Context: an optimization exercise on an open-source flow, tuned for small area, a short achievable clock period and few clock cycles per item. The choices shown serve that exercise and are no tape-out recipe. Where RTL was checked, it was by simulation tests only, not by an equivalence proof against the original. Power is estimated from default activity; no workload was simulated.

before:
==> flow/design.v (excerpt) <==
module wb_slave_register #(
    parameter ADDR_WIDTH = 16,
    parameter DATA_WIDTH = 32,
    parameter GRANULE = 8,
    parameter REGISTER_NUM = 16,
    parameter SEL_WIDTH = DATA_WIDTH / GRANULE
) (
    input wire rst_i,
    input wire clk_i,
    input wire [ADDR_WIDTH-1:0] adr_i,
    input wire [DATA_WIDTH-1:0] dat_i,
    output reg [DATA_WIDTH-1:0] dat_o,
    input wire [SEL_WIDTH-1:0] sel_i,
    input wire we_i,
    input wire stb_i,
    output wire ack_o,
    output wire err_o,
    input wire cyc_i
);
    reg [DATA_WIDTH-1:0] register_value [0:REGISTER_NUM-1];
    reg ack;
    reg err;
    wire in_range = (adr_i < REGISTER_NUM);
    wire [3:0] idx = adr_i[3:0];
    wire [REGISTER_NUM-1:0] rsel;
    genvar g, gb;
    wbr_dec4 u_dec (.a(idx), .y(rsel));
    wire wr = ack & we_i;
    wire [REGISTER_NUM-1:0] wrow = rsel & {REGISTER_NUM{wr}};
    wire [SEL_WIDTH-1:0] lane_en [0:REGISTER_NUM-1];
    generate for (g = 0; g < REGISTER_NUM; g = g + 1) begin : wen
        for (gb = 0; gb < SEL_WIDTH; gb = gb + 1) begin : lane
            wbr_a21o u_en (.a1(wrow[g]), .a2(sel_i[gb]), .b1(rst_i), .y(lane_en[g][gb]));
        end
    end endgenerate
    wire [DATA_WIDTH-1:0] wdata = dat_i & {DATA_WIDTH{~rst_i}};
    integer i, b;
    always @(posedge clk_i) begin
        for (i = 0; i < REGISTER_NUM; i = i + 1) begin
            for (b = 0; b < SEL_WIDTH; b = b + 1) begin
                if (lane_en[i][b]) begin
                    register_value[i][b*GRANULE+:GRANULE] <= wdata[b*GRANULE+:GRANULE];
                end
            end
        end
    end
    always @(posedge clk_i) begin
        if (rst_i) begin
            ack <= 1'b0;
            err <= 1'b0;
        end else begin
            ack <= stb_i & in_range & ~ack;
            err <= stb_i & ~in_range & ~err;
        end
    end
    wire [DATA_WIDTH-1:0] rdata;
    generate for (gb = 0; gb < DATA_WIDTH; gb = gb + 1) begin : rmux
        wire [5:0] t;
        for (g = 0; g < 5; g = g + 1) begin : grp
            wbr_aoi222 u_t (
  ...
Size in the first run: ~550 flip-flops, ~0.019 mm^2 of cells after synthesis.
==> module wb_slave_register, before the edit <==
module wb_slave_register #(
    parameter ADDR_WIDTH = 16,
    parameter DATA_WIDTH = 32,
    parameter GRANULE = 8,
    parameter REGISTER_NUM = 16,
    parameter SEL_WIDTH = DATA_WIDTH / GRANULE
) (
    input wire rst_i,
    input wire clk_i,
    input wire [ADDR_WIDTH-1:0] adr_i,
    input wire [DATA_WIDTH-1:0] dat_i,
    output reg [DATA_WIDTH-1:0] dat_o,
    input wire [SEL_WIDTH-1:0] sel_i,
    input wire we_i,
    input wire stb_i,
    output wire ack_o,
    output wire err_o,
    input wire cyc_i
);
    reg [DATA_WIDTH-1:0] register_value [0:REGISTER_NUM-1];
    reg ack;
    reg err;
    wire in_range = (adr_i < REGISTER_NUM);
    wire [3:0] idx = adr_i[3:0];
    wire [REGISTER_NUM-1:0] rsel;
    genvar g, gb;
    wbr_dec4 u_dec (.a(idx), .y(rsel));
    wire wr = ack & we_i;
    wire [REGISTER_NUM-1:0] wrow = rsel & {REGISTER_NUM{wr}};
    wire [SEL_WIDTH-1:0] lane_en [0:REGISTER_NUM-1];
    generate for (g = 0; g < REGISTER_NUM; g = g + 1) begin : wen
        for (gb = 0; gb < SEL_WIDTH; gb = gb + 1) begin : lane
            wbr_a21o u_en (.a1(wrow[g]), .a2(sel_i[gb]), .b1(rst_i), .y(lane_en[g][gb]));
        end
    end endgenerate
    wire [DATA_WIDTH-1:0] wdata = dat_i & {DATA_WIDTH{~rst_i}};
    integer i, b;
    always @(posedge clk_i) begin
        for (i = 0; i < REGISTER_NUM; i = i + 1) begin
            for (b = 0; b < SEL_WIDTH; b = b + 1) begin
                if (lane_en[i][b]) begin
                    register_value[i][b*GRANULE+:GRANULE] <= wdata[b*GRANULE+:GRANULE];
                end
            end
        end
    end
    always @(posedge clk_i) begin
        if (rst_i) begin
            ack <= 1'b0;
            err <= 1'b0;
        end else begin
            ack <= stb_i & in_range & ~ack;
            err <= stb_i & ~in_range & ~err;
        end
    end
    wire [DATA_WIDTH-1:0] rdata;
    generate for (gb = 0; gb < DATA_WIDTH; gb = gb + 1) begin : rmux
        wire [5:0] t;
        for (g = 0; g < 5; g = g + 1) begin : grp
            wbr_aoi222 u_t (
                .a1(register_value[3*g][gb]),   .a2(rsel[3*g]),
                .b1(register_value[3*g+1][gb]), .b2(rsel[3*g+1]),
                .c1(register_value[3*g+2][gb]), .c2(rsel[3*g+2]),
                .y(t[g]));
        end
        wbr_nand2 u_t5 (.a(register_value[15][gb]), .b(rsel[15]), .y(t[5]));
        wire n0, n1;
        wbr_nand3 u_n0 (.a(t[0]), .b(t[1]), .c(t[2]), .y(n0));
        wbr_nand3 u_n1 (.a(t[3]), .b(t[4]), .c(t[5]), .y(n1));
        wbr_or2 u_o (.a(n0), .b(n1), .y(rdata[gb]));
    end endgenerate
    always @(posedge clk_i) begin
        dat_o <= rdata;
    end
    assign ack_o = ack;
    assign err_o = err;
endmodule
==> module wbr_aoi222, before the edit <==
module wbr_aoi222 (
    input wire a1, input wire a2, input wire b1, input wire b2,
    input wire c1, input wire c2, output wire y
);
    assign y = ~((a1 & a2) | (b1 & b2) | (c1 & c2));
endmodule
==> module wbr_nand2, before the edit <==
module wbr_nand2 (input wire a, input wire b, output wire y);
    assign y = ~(a & b);
endmodule
==> module wbr_nand3, before the edit <==
module wbr_nand3 (input wire a, input wire b, input wire c, output wire y);
    assign y = ~(a & b & c);
endmodule
Settings: LEC_CHECK=0, CAP_MARGIN=20, CORE_MARGIN=2, CORE_UTILIZATION=60, CTS_BUF_LIST=sky130_fd_sc_hd__clkbuf_8, CTS_CLUSTER_DIAMETER=60, CTS_CLUSTER_SIZE=16, SETUP_SLACK_MARGIN=3.05, SLEW_MARGIN=20, SYNTH_HIERARCHICAL=1, SYNTH_MINIMUM_KEEP_SIZE=0; clock period 5.0 ns.
run.sh (not shown) runs the stock make flow with config.mk's settings and CLKGATE_MAP_FILE= SYNTH_SCRIPT=/design/flow/synth_recipe.tcl, a recipe that flattens the netlist after the stock synthesis.
Edits applied to the flow inputs when going from before to after:
==> flow/design.v, changed modules only <==
module wb_slave_register #(
    parameter ADDR_WIDTH = 16,
    parameter DATA_WIDTH = 32,
    parameter GRANULE = 8,
    parameter REGISTER_NUM = 16,
    parameter SEL_WIDTH = DATA_WIDTH / GRANULE
) (
    input wire rst_i,
    input wire clk_i,
    input wire [ADDR_WIDTH-1:0] adr_i,
    input wire [DATA_WIDTH-1:0] dat_i,
    output reg [DATA_WIDTH-1:0] dat_o,
    input wire [SEL_WIDTH-1:0] sel_i,
    input wire we_i,
    input wire stb_i,
    output wire ack_o,
    output wire err_o,
    input wire cyc_i
);
    reg [DATA_WIDTH-1:0] register_value [0:REGISTER_NUM-1];
    reg ack;
    reg err;
    wire in_range = (adr_i < REGISTER_NUM);
    wire [3:0] idx = adr_i[3:0];
    wire [REGISTER_NUM-1:0] rsel;
    genvar g, gb;
    wbr_dec4 u_dec (.a(idx), .y(rsel));
    wire wr = ack & we_i;
    wire [REGISTER_NUM-1:0] wrow;
    wbr_wdec4 u_wdec (.a(idx), .en(wr), .y(wrow));
    wire [SEL_WIDTH-1:0] lane_en [0:REGISTER_NUM-1];
    generate for (g = 0; g < REGISTER_NUM; g = g + 1) begin : wen
        for (gb = 0; gb < SEL_WIDTH; gb = gb + 1) begin : lane
            wbr_a21o u_en (.a1(wrow[g]), .a2(sel_i[gb]), .b1(rst_i), .y(lane_en[g][gb]));
        end
    end endgenerate
    wire [DATA_WIDTH-1:0] wdata = dat_i & {DATA_WIDTH{~rst_i}};
    integer i, b;
    always @(posedge clk_i) begin
        for (i = 0; i < REGISTER_NUM; i = i + 1) begin
            for (b = 0; b < SEL_WIDTH; b = b + 1) begin
                if (lane_en[i][b]) begin
                    register_value[i][b*GRANULE+:GRANULE] <= wdata[b*GRANULE+:GRANULE];
                end
            end
        end
    end
    always @(posedge clk_i) begin
        if (rst_i) begin
            ack <= 1'b0;
            err <= 1'b0;
        end else begin
            ack <= stb_i & in_range & ~ack;
            err <= stb_i & ~in_range & ~err;
        end
    end
    wire [DATA_WIDTH-1:0] rdata;
    generate for (gb = 0; gb < DATA_WIDTH; gb = gb + 1) begin : rmux
        wire [REGISTER_NUM-1:0] col;
        for (g = 0; g < REGISTER_NUM; g = g + 1) begin : c
            assign col[g] = register_value[g][gb];
        end
        wire lo, hi;
        wbr_mux8 u_lo (.d(col[7:0]), .s(rsel[7:0]), .y(lo));
        wbr_mux8 u_hi (.d(col[15:8]), .s(rsel[15:8]), .y(hi));
        wbr_or2 u_o (.a(lo), .b(hi), .y(rdata[gb]));
    end endgenerate
    always @(posedge clk_i) begin
        dat_o <= rdata;
    end
    assign ack_o = ack;
    assign err_o = err;
endmodule
module wbr_wdec4 (input wire [3:0] a, input wire en, output wire [15:0] y);
    genvar k;
    generate for (k = 0; k < 16; k = k + 1) begin : d
        assign y[k] = en & (a == k);
    end endgenerate
endmodule
module wbr_mux8 (input wire [7:0] d, input wire [7:0] s, output wire y);
    assign y = |(d & s);
endmodule
// module wbr_aoi222 removed
// module wbr_nand2 removed
// module wbr_nand3 removed
## What came out
- Diff before -> after | design area | down slightly
- In the reports for before and after, the larger row count belongs to after.
- Part of the power in combinational logic: after < before
- The global-route usage of after falls short of that of before by 4.9 points.
- Via count of the first global-routing pass down 518 in after wrt before
- before ended up with fewer cell instances than after did.
Testbench counts of after, summed over its fixed seeds: cycles 14,392, items 4,800.
No functional check of the RTL was part of before.

[what the ideal ports hide]
How much do the figures lean on ideal ports? The routed layouts below were timed once more, with nothing changed but the port constraints. Step 1 (the two cells are an assumption about what drives the block):
set clk [get_ports {clk_i}]
set_driving_cell -lib_cell sky130_fd_sc_hd__clkbuf_16 $clk
set_driving_cell -lib_cell sky130_fd_sc_hd__buf_2 [delete_from_list [all_inputs] $clk]
Step 2 also shifts input and output timing later by t, the mid clock arrival at the registers, as if the neighbouring blocks saw the same clock. a / b / c = no drivers / after step 1 / after step 2; a / b = the first two.
run	t (ns)	setup WS [ns]	worst hold slack (ns)	worst setup path at the end	worst slew at a driven data input, ns
before	0.623	2.907 / 2.704 / 2.082	0.504 / 0.504 / 0.504	input to register	0.31
after	0.615	2.944 / 2.896 / 2.378	0.523 / 0.523 / 0.523	input to register	0.12
After both steps setup and hold are still met in every run listed. For before, which loses most, drivers alone change the setup slack by -0.203 ns; drivers and shift together by -0.825 ns.
